Context: an optimization exercise on an open-source flow, tuned for small area and a short achievable clock period. The choices shown serve that exercise and are no tape-out recipe. Where RTL was checked, it was by simulation tests only, not by an equivalence proof against the original. Power and IR drop assume default switching activity.

==> inputs of build 80 <==
==> flow/design.v (excerpt) <==
module mmu_top(
    clk,
    active,
    datain,
    win,
    wwrite,
    maccout,
    wout,
    wwriteout,
    activeout,
    dataout
);
clock: 5.5 ns
lec_check: 0
cap_margin: 20
core_margin: 2
core_utilization: 45
setup_slack_margin: 2.0
slew_margin: 20
synth_hierarchical: 1
run.sh (not shown) runs the stock make flow with config.mk's settings and CLKGATE_MAP_FILE= SYNTH_SCRIPT=/design/flow/synth_recipe.tcl, a recipe that flattens the netlist after the stock synthesis.
==> inputs of build 72, as changes to build 80 <==
Settings changed: SETUP_SLACK_MARGIN 2.0 to default.
==> summary.txt <==
quantity                                                                                  build 72               build 80
Result of the run                                                 no timing/DRC/antenna violations  no timing/DRC/antenna violations
Pre-CTS setup slack                                                                       0.596 ns               0.678 ns
Vias in the first global route                                                              111654                 113398
Met2 global-route usage                                                                      0.272                  0.273
Met2 routed WL                                                                           175000 um              177000 um
Max stage delay cell, worst path                                  sky130_fd_sc_hd__clkdlybuf4s50_1  sky130_fd_sc_hd__fa_2
Reg power frac                                                                               0.340                  0.337
Switching power as a share of total power                                                    0.370                  0.370
Grt met1 use                                                                                 0.294                  0.294
Count of fill cells added during filler insertion                                            37647                  37424
Antenna violations before repair                                                                30                     38
Setup Fix Bufs, Post-CTS                                                                         0                    156
Power attributed to combinational cells                                                   68400 uW               69200 uW
Number of cells traversed by the worst register-to-register path                                 9                     12
Non-clock buffer share of cell area                                                         0.0202                 0.0315
No run of this note included a check of the RTL's function; only the layout flow was run.


==> garnet <==
Another version of the RTL of mmu_top (not shown whole).
clock: 5.5 ns
lec_check: 0
cap_margin: 20
core_margin: 2
core_utilization: 45
setup_slack_margin: 2.0
slew_margin: 20
synth_hierarchical: 1
==> harbor (differences from garnet) <==
--- a/flow/config.mk
+++ b/flow/config.mk
@@ -7,7 +7,7 @@
 export LEC_CHECK = 0
 export CAP_MARGIN = 20
 export CORE_MARGIN = 2
-export CORE_UTILIZATION = 45
+export CORE_UTILIZATION = 60
 export SETUP_SLACK_MARGIN = 2.0
 export SLEW_MARGIN = 20
 export SYNTH_HIERARCHICAL = 1
==> flow_summary.html <==
<table>
<tr><th>Metric</th><th>Value</th></tr>
<tr><th colspan="2">Status</th></tr>
<tr><td>Status</td><td>no timing/DRC/antenna violations</td></tr>
<tr><th colspan="2">Power</th></tr>
<tr><td>Clock network power</td><td>26200 uW</td></tr>
<tr><td>Proportion of power drawn by combinational gates</td><td>50.6%</td></tr>
<tr><th colspan="2">Setup path</th></tr>
<tr><td>Cell chain of the critical path</td><td>buf_6 &gt; xor2_1 &gt; and2_4 &gt; buf_4 &gt; buf_6 &gt; a222oi_1 &gt; fa_2 &gt; fa_1 &gt; fa_2 &gt; ha_4 &gt; and3_4 &gt; and2_1</td></tr>
<tr><th colspan="2">Finish</th></tr>
<tr><td>Multi-input combinational area share</td><td>47.01%</td></tr>
<tr><td>Final standard cell count with taps included and fillers excluded</td><td>20.15k</td></tr>
<tr><th colspan="2">Route</th></tr>
<tr><td>Drt via density</td><td>5.518</td></tr>
<tr><th colspan="2">Placed design</th></tr>
<tr><td>Post-placement cell area</td><td>211900 sq um</td></tr>
<tr><td>DP Cell Count</td><td>19.35k</td></tr>
<tr><th colspan="2">Timing</th></tr>
<tr><td>Setup clock skew after layout</td><td>0.03405 ns</td></tr>
<tr><th colspan="2">Clocking</th></tr>
<tr><td>Post-CTS setup buffer count</td><td>30</td></tr>
</table>
(the above is from harbor)
==> flow_summary.html <==
<table>
<tr><th>Metric</th><th>Value</th></tr>
<tr><th colspan="2">Power</th></tr>
<tr><td>Clock network power</td><td>26000 uW</td></tr>
<tr><th colspan="2">Finish</th></tr>
<tr><td>Final standard cell count with taps included and fillers excluded</td><td>21.62k</td></tr>
<tr><th colspan="2">Status</th></tr>
<tr><td>Status</td><td>no timing/DRC/antenna violations</td></tr>
<tr><th colspan="2">Placed design</th></tr>
<tr><td>Post-placement cell area</td><td>213800 sq um</td></tr>
<tr><th colspan="2">Clocking</th></tr>
<tr><td>Post-CTS setup buffer count</td><td>39</td></tr>
<tr><th colspan="2">Setup path</th></tr>
<tr><td>Cell chain of the critical path</td><td>clkdlybuf4s50_1 &gt; a21o_1 &gt; o211ai_1 &gt; a222oi_1 &gt; fa_1 &gt; fa_1 &gt; fa_2 &gt; ha_4 &gt; a21o_1 &gt; a21o_2</td></tr>
</table>
(the above is from garnet)


==> build 90 <==
mmu_top, a different RTL version from the one above (not shown whole).
Settings: LEC_CHECK=0, CAP_MARGIN=20, CORE_MARGIN=2, CORE_UTILIZATION=55, CTS_CLUSTER_DIAMETER=120, CTS_CLUSTER_SIZE=24, SETUP_SLACK_MARGIN=2.0, SLEW_MARGIN=20, SYNTH_HIERARCHICAL=1; clock period 5.5 ns.
==> trial 16 (differences from build 90) <==
- CORE_UTILIZATION: 55 -> 45
==> summary.txt <==
Area after synthesis is the same in trial 16 and build 90. Of trial 16 and build 90, build 90 has the higher routed wire length (gap 3.5%, measured against build 90). Of trial 16 and build 90, build 90 has the higher via count (gap 2.4%, measured against build 90). Of trial 16 and build 90, build 90 has the higher sequential share of layout area (gap 0.30 points). Global-route usage: trial 16 is lower than build 90 (5.0 points). Of build 90 and trial 16, build 90 has the higher worst hold slack (gap 0.0023 ns). Synthesized cell count is the same in trial 16 and build 90. In trial 16 the non-clock buffer count is lower than in build 90, by 24. Against build 90, the critical path depth of trial 16 is lower by 1.


==> run Y <==
mmu_top again, from the RTL that the note above started with.
Settings: LEC_CHECK=0, CAP_MARGIN=20, CORE_MARGIN=2, CORE_UTILIZATION=45, SETUP_SLACK_MARGIN=2.0, SLEW_MARGIN=20, SYNTH_HIERARCHICAL=1; clock period 5.5 ns.
==> run H (differences from run Y) <==
- CTS_CLUSTER_DIAMETER: not set -> 150
- CTS_CLUSTER_SIZE: not set -> 30
==> results.cfg <==
[cells_and_area]
drive_above_1_share = 0.03496
ff_latch_area_mm2 = 0.09317
buffers_excl_clock = 477
seq_area_frac = 0.4320
insertedDiodeCount = 3

[detailed_routing]
routed_wl_mm = 402.2

[timing]
clock_skew_ns = 0.05841
fin_crit_sh = 0.6394

[grt]
antenna_found_initial = 21
global_route.usage.met1 = 0.2942

[clock_tree]
htreeDepth = 4
cts_resized = 77

[status]
status = no timing/DRC/antenna violations

[worst_setup_path]
reg2reg_depth = 8
the above is filed under run H

==> results.cfg <==
[status]
status = no timing/DRC/antenna violations

[cells_and_area]
ff_latch_area_mm2 = 0.09317
insertedDiodeCount = 2
drive_above_1_share = 0.06453
seq_area_frac = 0.4148

[clock_tree]
htreeDepth = 5
cts_resized = 71

[detailed_routing]
routed_wl_mm = 407.9

[timing]
fin_crit_sh = 0.6432
the above is filed under run Y

## re-timing with driven ports
Ports are ideal in the flow. The routed layouts listed here were re-timed in OpenROAD. Step 1 sets driving cells, clkbuf_16 on the clock port and buf_2 on the other inputs (assumed; they add their load-dependent delay and slew). Step 2 also shifts input and output timing later by t, the mid clock arrival at the registers, as if the neighbouring blocks saw the same clock. Three values: ideal ports, drivers, drivers and shift; two values: the first two.
run | shift t [ns] | setup slack, ns | clock arrival spread, ns | worst register clock-pin slew, ns
build 80 | 1.046 | 1.097 / 0.987 / 1.007 | 0.051 / 0.051 | 0.07 / 0.07
build 72 | 1.047 | 0.309 / 0.199 / 0.534 | 0.047 / 0.047 | 0.07 / 0.07
garnet | 1.060 | 1.774 / 1.781 / 0.797 | 0.067 / 0.067 | 0.07 / 0.07
harbor | 1.037 | 1.639 / 1.639 / 0.778 | 0.043 / 0.044 | 0.07 / 0.07
build 90 | 1.009 | 1.955 / 1.853 / 1.061 | 0.062 / 0.062 | 0.10 / 0.10
trial 16 | 1.017 | 1.995 / 1.888 / 1.080 | 0.061 / 0.062 | 0.10 / 0.10
run Y | 1.050 | 1.962 / 1.857 / 1.069 | 0.063 / 0.063 | 0.07 / 0.07
run H | 1.007 | 1.983 / 1.871 / 1.112 | 0.083 / 0.084 | 0.12 / 0.12
After both steps every run listed still meets setup and hold. The setup slack of garnet, which loses most, moves by +0.007 ns with the drivers and by -0.977 ns with both steps.
